From an optimization exercise on the open Yosys and OpenROAD flow, aimed at small area and a short achievable clock period; shortcuts taken in it are not production practice.
No functional check of the RTL was part of any run shown here.
Power and IR drop assume default switching activity.

==> design.v <==
module adder(clk, rst, in_valid, operand_1, operand_2, out_valid, Sum);
input clk;
input rst;
input in_valid;
input [31:0] operand_1;
input [31:0] operand_2;
output out_valid;
output [31:0] Sum;
reg [1:0] valid;
always @(posedge clk)
    if (rst) valid <= 0;
    else valid <= {valid[0:0], in_valid};
assign out_valid = valid[1];
wire [30:0] op2_iw = operand_2[30:0];
wire [31:0] a = operand_1;
wire [30:0] b = op2_iw;
wire [8:0] d12 = {1'b0, a[30:23]} - {1'b0, b[30:23]};
wire [7:0] d21 = b[30:23] - a[30:23];
wire [7:0] cgt = a[30:23] & ~b[30:23];
wire [7:0] ceq = ~(a[30:23] ^ b[30:23]);
wire [3:0] cgt1, ceq1;
wire [1:0] cgt2, ceq2;
genvar ci;
generate for (ci = 0; ci < 4; ci = ci + 1) begin : cmp1
    assign cgt1[ci] = cgt[2*ci+1] | (ceq[2*ci+1] & cgt[2*ci]);
    assign ceq1[ci] = ceq[2*ci+1] & ceq[2*ci];
end endgenerate
generate for (ci = 0; ci < 2; ci = ci + 1) begin : cmp2
    assign cgt2[ci] = cgt1[2*ci+1] | (ceq1[2*ci+1] & cgt1[2*ci]);
    assign ceq2[ci] = ceq1[2*ci+1] & ceq1[2*ci];
end endgenerate
wire ge = cgt2[1] | (ceq2[1] & (cgt2[0] | ceq2[0]));
wire [7:0] dd = ge ? d12[7:0] : d21;
wire [0:0] sgn_aw = a[31];
wire [7:0] emax_aw = ge ? a[30:23] : b[30:23];
wire [22:0] fb_aw = ge ? a[22:0] : b[22:0];
wire [22:0] fs_aw = ge ? b[22:0] : a[22:0];
wire [4:0] sh_aw = dd[4:0];
wire [0:0] shz_aw = (dd[7:5] != 3'd0) || (dd[4:3] == 2'b11);
wire [23:0] x0 = {1'b1, fs_aw};
wire [23:0] x1 = sh_aw[0] ? (x0 >> 1) : x0;
wire [23:0] x2 = sh_aw[1] ? (x1 >> 2) : x1;
reg [0:0] sgn_s2;
reg [7:0] emax_s2;
reg [22:0] fb_s2;
reg [23:0] xs_s2;
reg [4:0] sh_s2;
reg [0:0] shz_s2;
always @(posedge clk) begin
    sgn_s2 <= sgn_aw;
    emax_s2 <= emax_aw;
    fb_s2 <= fb_aw;
    xs_s2 <= x2;
    sh_s2 <= sh_aw;
    shz_s2 <= shz_aw;
end
wire [23:0] xz2 = shz_s2 ? 24'd0 : xs_s2;
wire [23:0] x3 = sh_s2[2] ? (xz2 >> 4) : xz2;
wire [23:0] x4 = sh_s2[3] ? (x3 >> 8) : x3;
wire [23:0] x5 = sh_s2[4] ? (x4 >> 16) : x4;
wire [23:0] sml = x5;
wire [16:0] sl = {1'b0, fb_s2[15:0]} + {1'b0, sml[15:0]};
wire [8:0] sh_top = {1'b1, fb_s2[22:16]} + {1'b0, sml[23:16]};
reg [0:0] sgn_c;
reg [7:0] emax_c;
reg [14:0] msl_c;
reg [0:0] cl_c;
reg [8:0] mst_c;
reg [7:0] emaxp_c;
always @(posedge clk) begin
    sgn_c <= sgn_s2;
    emax_c <= emax_s2;
    msl_c <= sl[15:1];
    cl_c <= sl[16];
    mst_c <= sh_top;
    emaxp_c <= emax_s2 + 8'd1;
end
wire [8:0] mt = mst_c;
wire [8:0] mti;
assign mti[0] = mt[0] ^ cl_c;
assign mti[1] = mt[1] ^ (cl_c & (&mt[0:0]));
assign mti[2] = mt[2] ^ (cl_c & (&mt[1:0]));
assign mti[3] = mt[3] ^ (cl_c & (&mt[2:0]));
assign mti[4] = mt[4] ^ (cl_c & (&mt[3:0]));
assign mti[5] = mt[5] ^ (cl_c & (&mt[4:0]));
assign mti[6] = mt[6] ^ (cl_c & (&mt[5:0]));
assign mti[7] = mt[7] ^ (cl_c & (&mt[6:0]));
assign mti[8] = mt[8] ^ (cl_c & (&mt[7:0]));
wire [24:0] ms = {mti, msl_c, 1'b0};
wire [23:0] msn = ms[24:1];
wire [7:0] e = msn[23] ? emaxp_c : emax_c;
wire [22:0] f = msn[23] ? msn[22:0] : {msn[21:0], 1'b0};
wire [31:0] res_dw = {sgn_c, e, f};
assign Sum = res_dw;
endmodule
==> flow/run.sh <==
#!/bin/bash
# Standard layout, with plain buf_1 cells as the port buffers.
export BUFFER_PORTS_ARGS="-buffer_cell sky130_fd_sc_hd__buf_1"
bash standard.sh > standard.log 2>&1
==> standard.sh <==
#!/bin/bash
# synth_recipe.tcl (not shown) runs the flow's synth.tcl, then flattens the netlist and writes it again
# the make line also repeats each setting of config.mk as NAME=value (left out here)
make -C /OpenROAD-flow-scripts/flow DESIGN_CONFIG=/design/flow/config.mk WORK_HOME=/design/flow/orfs CLKGATE_MAP_FILE= SYNTH_SCRIPT=/design/flow/synth_recipe.tcl "${@:-finish}"
==> config.mk <==
export PLATFORM = sky130hd
export DESIGN_NAME = adder
export DESIGN_NICKNAME = adder
export VERILOG_FILES = /design/flow/design.v
export SDC_FILE = /design/flow/constraint.sdc
export NUM_CORES = 4
export LEC_CHECK = 0
export ABC_AREA = 1
export CAP_MARGIN = 20
export CORE_MARGIN = 2
export CORE_UTILIZATION = 40
export CTS_BUF_LIST = sky130_fd_sc_hd__clkbuf_4 sky130_fd_sc_hd__clkbuf_8
export SETUP_SLACK_MARGIN = 1.4
export SLEW_MARGIN = 20
==> constraint.sdc <==
create_clock -name core_clock -period 4.0 [get_ports {clk}]
set_input_delay 0.8000 -clock core_clock [delete_from_list [all_inputs] [get_ports {clk}]]
set_output_delay 0.8000 -clock core_clock [all_outputs]
set_load 0.01 [all_outputs]
==> summary.txt, run 1 <==
Run status
  – Status: finished clean

STA
  – Min Tclk post-route: 2.969 ns
  – Worst clock skew: 0.009739 ns
  – Final Slew Violations: 0
  – Worst Setup Slack, final: 1.031 ns
  – Final worst-path cycle share: 74.23%
  – Rel. slew slack: 49.10%
  – Worst-margin pin slew: 0.7626 ns
  – Final Hold Fails: 0
  – RSZ-0062 raised after global routing: yes
  – Final-report setup violation count: 0
  – Peak Freq: 0.3368 GHz
  – Final setup TNS: 0 ns

Cells and area
  – Most frequent cells in the layout: nand2_1 (290), dfxtp_1 (97), nand3_1 (90)
  – Register area: 2096 sq um
  – Multi-input gate area: 4173 sq um
  – Commonest non-fill, non-tap cell in the layout: nand2_1
  – Diode count: 0
  – Fin nets: 1158
  – Fill count: 1517
  – Final instance area: 8102 sq um
  – P&R area growth vs syn: 29.81%
  – Layout cells sized above 1: 21.75%

Die
  – # IOs: 100
  – CORE AREA: 15200 sq um
  – Die height: 128.9 microns
  – Die ar.: 16620 sq um
  – Row Count: 45
  – Die Wd: 128.9 microns
  – Initial Util: 41.05%

Synthesis
  – Synth Cell Area: 6241 sq um
  – Synth cell types: 38
  – Synthesized instance count: 923
  – Seq/Total Area, Yosys: 33.36%
  – Post-synth EDFFs: 0
  – FF+latch count, synth: 104
  – Yosys warning total: 1
  – Syn Nets: 1033
  – Most used DFF post-synth: dfxtp_1
  – Syn Area/Cell: 6.762 sq um
  – Async S/R FF share, synth: 0%

Placed design
  – Post-DP HPWL: 11.89 mm
  – Place WS: 0.6543 ns
  – PortBufs: 98
  – RePlAce Congestion: 0.9230
  – Area after DPL: 6688 sq um

Drt
  – Iteration-0 DRC Markers: 431
  – Met2 Wirelength: 7.815 mm
  – DR DRC count: 0
  – Final wirelength: 17.30 mm
  – Vias: 6184
  – Wire length on met1: 8.102 mm
  – Drt pass-1 iters: 5
  – Avg Vias per Cell: 4.983
  – Antenna Nets Post-Route: 0
  – Top sig layer: met4
  – Met3 WL post-DR: 1.001 mm
  – Wire per inst: 13.94 microns

Setup path
  – Crit path DAT: 2.17 ns
  – Critical path's largest stage delay: 0.35 ns
  – Delay-heaviest family, CP: simple AND/OR/NAND/NOR gates
  – Crit end category: output pin
  – Crit path max-delay cell type: dfxtp_2
  – Setup CP Type: flip-flop to output pin
  – Crit path max fanout: 7
  – Cell mode on critical path: nand2_2
  – CP Cell Sequence: nand2_2 > nor2_4 > nand2_2 > nor2_4 > nand2_2 > nor2_4 > nand2_2 > nor2_4 > inv_2 > nand2_8 > nand2_8 > buf_12 > nand2_2 > o21ai_1 > buf_2
  – Setup crit start kind: flip-flop
  – Crit path buf inv count: 3
  – Worst EP required: 3.20 ns

Power
  – LEAKAGE: 0.003879 uW
  – Cell Pwr Density: 494.0 nW/um^2
  – Total design power: 4002 uW
  – Max VDD drop: 172.3 uV

GRT
  – Total Routing Usage GR: 20.17%
  – Gr ovfl total: 0
  – Initial antenna violation count: 0
  – Global-route wire length before repair: 26.33 mm
  – Largest net degree at the start of global routing: 47
  – Vias in the first global route: 5330

Clocking
  – Clock Tree Root: clkbuf_8
  – Clk slew on worst S/H paths: 0.10 ns
  – Clock sinks: 104
  – H-tree depth: 3
  – TritonCTS clock tree: done
  – Skew-Pair Late Insertion Delay: 0.39 ns
  – TritonCTS Buffers: 9
  – Longest Clk Path Bufs: 2

Min path
  – Min-delay worst type: flip-flop to flip-flop

Job
  – Maxcap violations: 0
-- cell usage after synthesis (4+ instances only) --
library cell | n | area, sq um
a31oi_1 | 6 | 37.54
nor2_2 | 4 | 25.02
nor2_1 | 38 | 142.6
buf_6 | 4 | 45.04
fa_1 | 4 | 80.08
nand3_1 | 104 | 520.5
a21oi_1 | 36 | 180.2
o21ai_0 | 49 | 245.2
dfxtp_1 | 104 | 2082
nand2_2 | 5 | 31.28
nand2_1 | 323 | 1212
ha_1 | 39 | 488.0
nor3_1 | 4 | 20.02
inv_1 | 80 | 300.3
xnor2_1 | 7 | 61.31
o211ai_1 | 17 | 127.6
xor2_1 | 27 | 236.5
buf_2 | 19 | 95.09
clkbuf_1 | 11 | 41.29
o22ai_1 | 8 | 50.05
-- routing by layer --
layer  vias up  track usage (%)
met1      2706            28.63
met2       196            31.34
met4         0            7.225
li1       3255                -
met3        27            2.827
met5         -                0
-- final timing paths --
| check | start | to | slack [ns] | cells after the start |
|---|---|---|---|---|
| setup / recovery | mst_c[1] | Sum[1] | 1.03 | 15 |
| hold reg to reg | sgn_s2 | sgn_c | 0.34 | 0 |
| hold / removal | sgn_s2 | sgn_c | 0.34 | 0 |
| setup reg to reg | sh_s2[2] | cl_c | 1.42 | 13 |
-- stage by stage --
stage	std cells	util [%]	hold slack [ns]
finish	1241	53.29	0.3351
global route	1241	53.29	0.3501
CTS	1216	48.81	0.3394
detailed placement	1175	43.99	0.3224
global placement	1175	43.99	0.3131
floorplan	923	-	0.3096
-- registers in the layout, summed over array words and instances (netlist names) --
register,flops
valid,2
emaxp_c,8
cl_c,1
fb_s2,23
sgn_c,1
xs_s2,24
emax_c,8
sh_s2,3
mst_c,9
shz_s2,1
sgn_s2,1
msl_c,15
emax_s2,8
-- power breakdown --
group | internal [uW] | leakage, uW | switching [uW]
sequential | 1300 | 0.000876 | 166
clock | 304 | 0.000108 | 391
combinational | 771 | 0.00289 | 1070
total | 2380 | 0.00388 | 1630
-- area by class of cell --
type | count | area share, %
clock buffer | 9 | 1.529
timing repair buffer | 146 | 11.95
timing repair inverter | 7 | 0.8494
clock inverter | 7 | 1.035
inverter | 84 | 4.355
sequential | 104 | 25.87
multi-input combinational | 696 | 51.51
tap | 188 | 2.903
-- logic make-up (layout without fill, tap and decap cells) --
logic type / count (synthesis) / count (layout) / share of synthesized area, %
XOR/XNOR: 34 / 34 / 4.772
buffers and inverters: 125 / 253 / 8.540
adder cells (fa/ha/maj): 43 / 43 / 9.102
flip-flops: 104 / 104 / 33.36
AND/OR/NAND/NOR: 488 / 490 / 32.38
AO/OA/AOI/OAI: 129 / 129 / 11.85
-- repair_timing --
action / CTS / global route
gates cloned: 9 / 2
hold buffers: 0 / 0
resized for setup: 91 / 141
pin swaps: 12 / 49
endpoints found under the setup margin: 73 / 64
setup buffers: 16 / 23
==> run 2: changes to the inputs <==
--- a/design.v
+++ b/design.v
@@ -42,23 +42,23 @@
 wire [23:0] x2 = sh_aw[1] ? (x1 >> 2) : x1;
-reg [0:0] sgn_s2;
-reg [7:0] emax_s2;
-reg [22:0] fb_s2;
-reg [23:0] xs_s2;
-reg [4:0] sh_s2;
-reg [0:0] shz_s2;
+wire [23:0] x3 = sh_aw[2] ? (x2 >> 4) : x2;
+reg [0:0] sgn_s3;
+reg [7:0] emax_s3;
+reg [22:0] fb_s3;
+reg [23:0] xs_s3;
+reg [4:0] sh_s3;
+reg [0:0] shz_s3;
 always @(posedge clk) begin
-    sgn_s2 <= sgn_aw;
-    emax_s2 <= emax_aw;
-    fb_s2 <= fb_aw;
-    xs_s2 <= x2;
-    sh_s2 <= sh_aw;
-    shz_s2 <= shz_aw;
+    sgn_s3 <= sgn_aw;
+    emax_s3 <= emax_aw;
+    fb_s3 <= fb_aw;
+    xs_s3 <= x3;
+    sh_s3 <= sh_aw;
+    shz_s3 <= shz_aw;
 end
-wire [23:0] xz2 = shz_s2 ? 24'd0 : xs_s2;
-wire [23:0] x3 = sh_s2[2] ? (xz2 >> 4) : xz2;
-wire [23:0] x4 = sh_s2[3] ? (x3 >> 8) : x3;
-wire [23:0] x5 = sh_s2[4] ? (x4 >> 16) : x4;
+wire [23:0] xz3 = shz_s3 ? 24'd0 : xs_s3;
+wire [23:0] x4 = sh_s3[3] ? (xz3 >> 8) : xz3;
+wire [23:0] x5 = sh_s3[4] ? (x4 >> 16) : x4;
 wire [23:0] sml = x5;
-wire [16:0] sl = {1'b0, fb_s2[15:0]} + {1'b0, sml[15:0]};
-wire [8:0] sh_top = {1'b1, fb_s2[22:16]} + {1'b0, sml[23:16]};
+wire [16:0] sl = {1'b0, fb_s3[15:0]} + {1'b0, sml[15:0]};
+wire [8:0] sh_top = {1'b1, fb_s3[22:16]} + {1'b0, sml[23:16]};
 reg [0:0] sgn_c;
@@ -70,4 +70,4 @@
 always @(posedge clk) begin
-    sgn_c <= sgn_s2;
-    emax_c <= emax_s2;
+    sgn_c <= sgn_s3;
+    emax_c <= emax_s3;
     msl_c <= sl[15:1];
@@ -75,3 +75,3 @@
     mst_c <= sh_top;
-    emaxp_c <= emax_s2 + 8'd1;
+    emaxp_c <= emax_s3 + 8'd1;
 end
==> run 2 against run 1 <==
  * Combinational power decreased by 9.8%
  * Sequential share of layout area is essentially flat
  * Register-to-register slack improved by 0.13 ns
  * Die area up 5.2%
  * Final cell count is 5.8% higher
  * Global-route usage is 0.58 points lower
==> summary.txt, run 2 <==
Min path
  – Hold depth: 0 (unchanged)
  – Min-delay worst type: flip-flop to flip-flop
  – Hold_sp: sgn_s3

STA
  – Peak Freq: 0.3428 GHz (+1.8%)
  – Worst-margin pin slew: 0.5372 ns (-0.2255 ns)
  – Final worst-path cycle share: 72.93% (-1.3 points)
  – Final setup TNS: 0 ns (unchanged)
  – Final Slew Violations: 0 (unchanged)
  – Rel. slew slack: 63.81% (+15 points)
  – Final Hold Fails: 0 (unchanged)
  – Min Tclk post-route: 2.917 ns (-0.05212 ns)
  – Worst clock skew: 0.01307 ns (+0.003332 ns)
  – Final-report setup violation count: 0 (unchanged)
  – RSZ-0062 raised after global routing: yes

Die
  – # IOs: 100 (unchanged)
  – CORE AREA: 16000 sq um (+5.3%)
  – Die height: 132.2 microns (+2.6%)
  – Die Wd: 132.2 microns (+2.6%)
  – Die ar.: 17480 sq um (+5.2%)
  – Initial Util: 41.10% (+0.048 points)
  – Row Count: 46 (+2.2%)

Placed design
  – RePlAce Congestion: 0.9057 (-1.9%)
  – PortBufs: 98 (unchanged)
  – Post-DP HPWL: 12.51 mm (+5.2%)

Setup path
  – Launching point of the worst reg2reg path: shz_s3
  – Critical path's largest stage delay: 0.34 ns (about the same)
  – Critical path startpoint: cl_c
  – Crit path max fanout: 21 (+14)
  – Worst reg2reg path depth: 12 (-1)
  – Crit path max-delay cell type: dfxtp_2
  – Crit path DAT: 2.12 ns (-0.05 ns)
  – Crit end category: output pin
  – CP Cell Sequence: nand2_2 > nor2_4 > nand2_2 > nor2_2 > nand2_2 > nor2_4 > nand3_4 > buf_6 > xor2_4 > buf_12 > nand2_1 > nand2_1 > buf_1
  – Setup crit start kind: flip-flop
  – Cell mode on critical path: nand2_2
  – Setup CP Type: flip-flop to output pin
  – Worst EP required: 3.20 ns (about the same)

Synthesis
  – Synth top cells by count: nand2_1 (298), nand3_1 (171), inv_1 (104)
  – Synth Cell Area: 6576 sq um (+5.4%)
  – Synth cell types: 37 (-2.6%)
  – Post-synth EDFFs: 0 (unchanged)
  – Yosys warning total: 1 (unchanged)
  – Area contributors post-synth: dfxtp_1 (31%), nand2_1 (17%), nand3_1 (13%), ha_1 (7.6%), inv_1 (5.9%)
  – Synth area leader: dfxtp_1
  – Most used DFF post-synth: dfxtp_1
  – Top-area cell type share of the netlist area: 31.35% (-2.0 points)
  – Syn Area/Cell: 6.670 sq um (-1.4%)
  – FF+latch count, synth: 103 (-0.96%)
  – Seq/Total Area, Yosys: 31.35% (-2.0 points)
  – Syn Nets: 1097 (+6.2%)
  – Synthesized instance count: 986 (+6.8%)
  – Async S/R FF share, synth: 0% (unchanged)
  – Most frequent cell after synthesis: nand2_1

Drt
  – Wire per inst: 13.57 microns (-2.6%)
  – Avg Vias per Cell: 4.928 (-1.1%)
  – Drt pass-1 iters: 5 (unchanged)
  – Iteration-0 DRC Markers: 524 (+22%)
  – DR DRC count: 0 (unchanged)
  – Final wirelength: 17.82 mm (+3.0%)
  – Vias: 6471 (+4.6%)
  – Antenna Nets Post-Route: 0 (unchanged)

Power
  – Pint: 2310 uW (-2.8%)
  – Cell Pwr Density: 480.9 nW/um^2 (-2.6%)
  – Clk pwr share: 18.9% (+1.5 points)
  – LEAKAGE: 0.003966 uW (+2.2%)
  – Combinational share of power: 43.0% (-3.0 points)
  – Max VDD drop: 179.0 uV (+3.8%)
  – Psw: 1539 uW (-5.4%)
  – Part of the power in registers: 38.1% (+1.4 points)
  – Sw frac: 39.98% (-0.65 points)

Cells and area
  – Commonest non-fill, non-tap cell in the layout: nand2_1
  – P&R area growth vs syn: 21.69%
  – Fin nets: 1203 (+3.9%)
  – Fin util: 50.02% (-3.3 points)
  – Max reg flops: 24 (unchanged)
  – Layout cells sized above 1: 13.95% (-7.8 points)
  – Fill count: 1735 (+14%)
  – Reg with most FFs: xs_s3
  – Regs by FF count: xs_s3 (24), fb_s3 (23), msl_c (15)
  – Most frequent cells in the layout: nand2_1 (278), nand3_1 (170), inv_1 (100)
  – Diode count: 0 (unchanged)

GRT
  – Gr ovfl total: 0 (unchanged)
  – Global-route wire length before repair: 27.98 mm (+6.3%)
  – Initial antenna violation count: 0 (unchanged)
  – Vias in the first global route: 5840 (+9.6%)
  – Total Routing Usage GR: 19.60% (-0.58 points)
  – Largest net degree at the start of global routing: 55 (+17%)

Clocking
  – TritonCTS Buffers: 9 (unchanged)
  – Skew-Pair Late Insertion Delay: 0.37 ns (-0.02 ns)
  – Longest Clk Path Bufs: 2 (unchanged)
  – H-tree depth: 3 (unchanged)
  – Clock sinks: 103 (-0.96%)
  – Clk slew on worst S/H paths: 0.09 ns (about the same)
  – Clock Tree Root: clkbuf_8
  – TritonCTS clock tree: done

Run status
  – Status: finished clean

Job
  – Maxcap violations: 0 (unchanged)
## run 2: cell count changes after synthesis, sizes merged, moves of 11 or more
cell    previous run  this run
nand2            328       305
a21oi             36        47
o211ai            17         3
nand3            104       173
inv               82       107
## run 2: final timing paths
| path | to | slack [ns] |
|---|---|---|
| setup / recovery | Sum[15] | 1.08 |
| hold / removal | sgn_c | 0.33 |
| setup reg to reg | msl_c[11] | 1.55 |
| hold reg to reg | sgn_c | 0.33 |
## run 2: kinds of logic (layout without fill, tap and decap cells)
kind of cell / after synthesis / after routing / synth area share (%)
compound gates: 114 / 117 / 9.532
xor+xnor: 34 / 34 / 4.528
fa+ha+maj: 44 / 44 / 8.828
buf+inv: 153 / 258 / 10.05
flops: 103 / 103 / 31.35
simple gates: 538 / 541 / 35.71
## run 2: final cells by class
class | instances | area (sq um) | area share, %
flip-flops and latches | 103 | 2071 | 25.88
clock inverters | 6 | 91.34 | 1.141
inverters | 107 | 420.4 | 5.253
clock buffers | 10 | 137.6 | 1.720
repair inverters | 4 | 30.03 | 0.3752
well taps | 216 | 270.3 | 3.377
repair buffers | 131 | 843.3 | 10.54
multi-input cells | 736 | 4139 | 51.72
## run 2: power by group through the flow
stage,Combinational (uW),Sequential [uW],Clock (uW)
2_1_floorplan,1110,1410,0
3_3_place_gp,1420,1470,0
3_5_place_dp,1430,1470,0
4_1_cts,1540,1460,753
5_1_grt,1860,1500,794
6_report,1660,1470,728
## run 2: critical path, delay by kind of cell, from the launching register on
kind,cells,cell delay (ns)
and+or+nand+nor,9,0.75
xor gates and xnor gates,1,0.20
DFF,1,0.34
buffers and inverters,3,0.46
## run 2: timing repair
| item | CTS | global route |
|---|---|---|
| cloned | 10 | 4 |
| setup buffers | 10 | 11 |
| endpoints found under the hold margin | 0 | 0 |
| pin swaps | 9 | 11 |
| resized for setup | 71 | 52 |
| endpoints found under the setup margin | 81 | 63 |
| hold buffers | 0 | 0 |
## run 2: layer usage
layer / routed length, microns / vias up / track usage, %
li1: - / 3411 / -
met1: 8255 / 2811 / 26.95
met2: 8033 / 213 / 31.31
met3: 1061 / 36 / 2.691
met4: 465 / 0 / 7.348
met5: 0 / - / 0
## run 2: stage by stage
stage               hold slack, ns  total power (uW)  area, sq um  setup slack [ns]  instances
floorplan                   0.3096              2521         6578             1.471        986
global placement            0.3127              2887         7030            0.5446       1262
detailed placement          0.3200              2896         7030            0.5226       1262
CTS                         0.3392              3750         7686             1.025       1298
global route                0.3520              4149         8003            0.9294       1313
finish                      0.3345              3849         8003             1.083       1313

-- afterwards: timing with drivers on the ports --
The flow's constraints put no driver on any port. The routed layouts listed below were extracted and timed again, unchanged, in two steps.
Step 1: set_driving_cell puts a clkbuf_16 on clk and a buf_2 on each other input, an assumption about the parent block.
Step 2 also shifts input and output timing later by t, the mid clock arrival at the registers, as if the neighbouring blocks saw the same clock.
a / b / c = ideal ports / drivers / drivers and shift; a / b = the first two.
run | t (ns) | setup slack, ns | worst register clock-pin slew, ns | worst data-port slew with drivers (ns) | cell pins on the clock port's net
run 1 | 0.412 | 1.031 / 0.999 / 0.980 | 0.10 / 0.10 | 0.05 | 1
run 2 | 0.391 | 1.083 / 1.054 / 1.063 | 0.10 / 0.10 | 0.05 | 1
After both steps setup and hold are still met in every run listed. For run 1, which loses most, drivers alone change the setup slack by -0.032 ns; drivers and shift together by -0.051 ns.
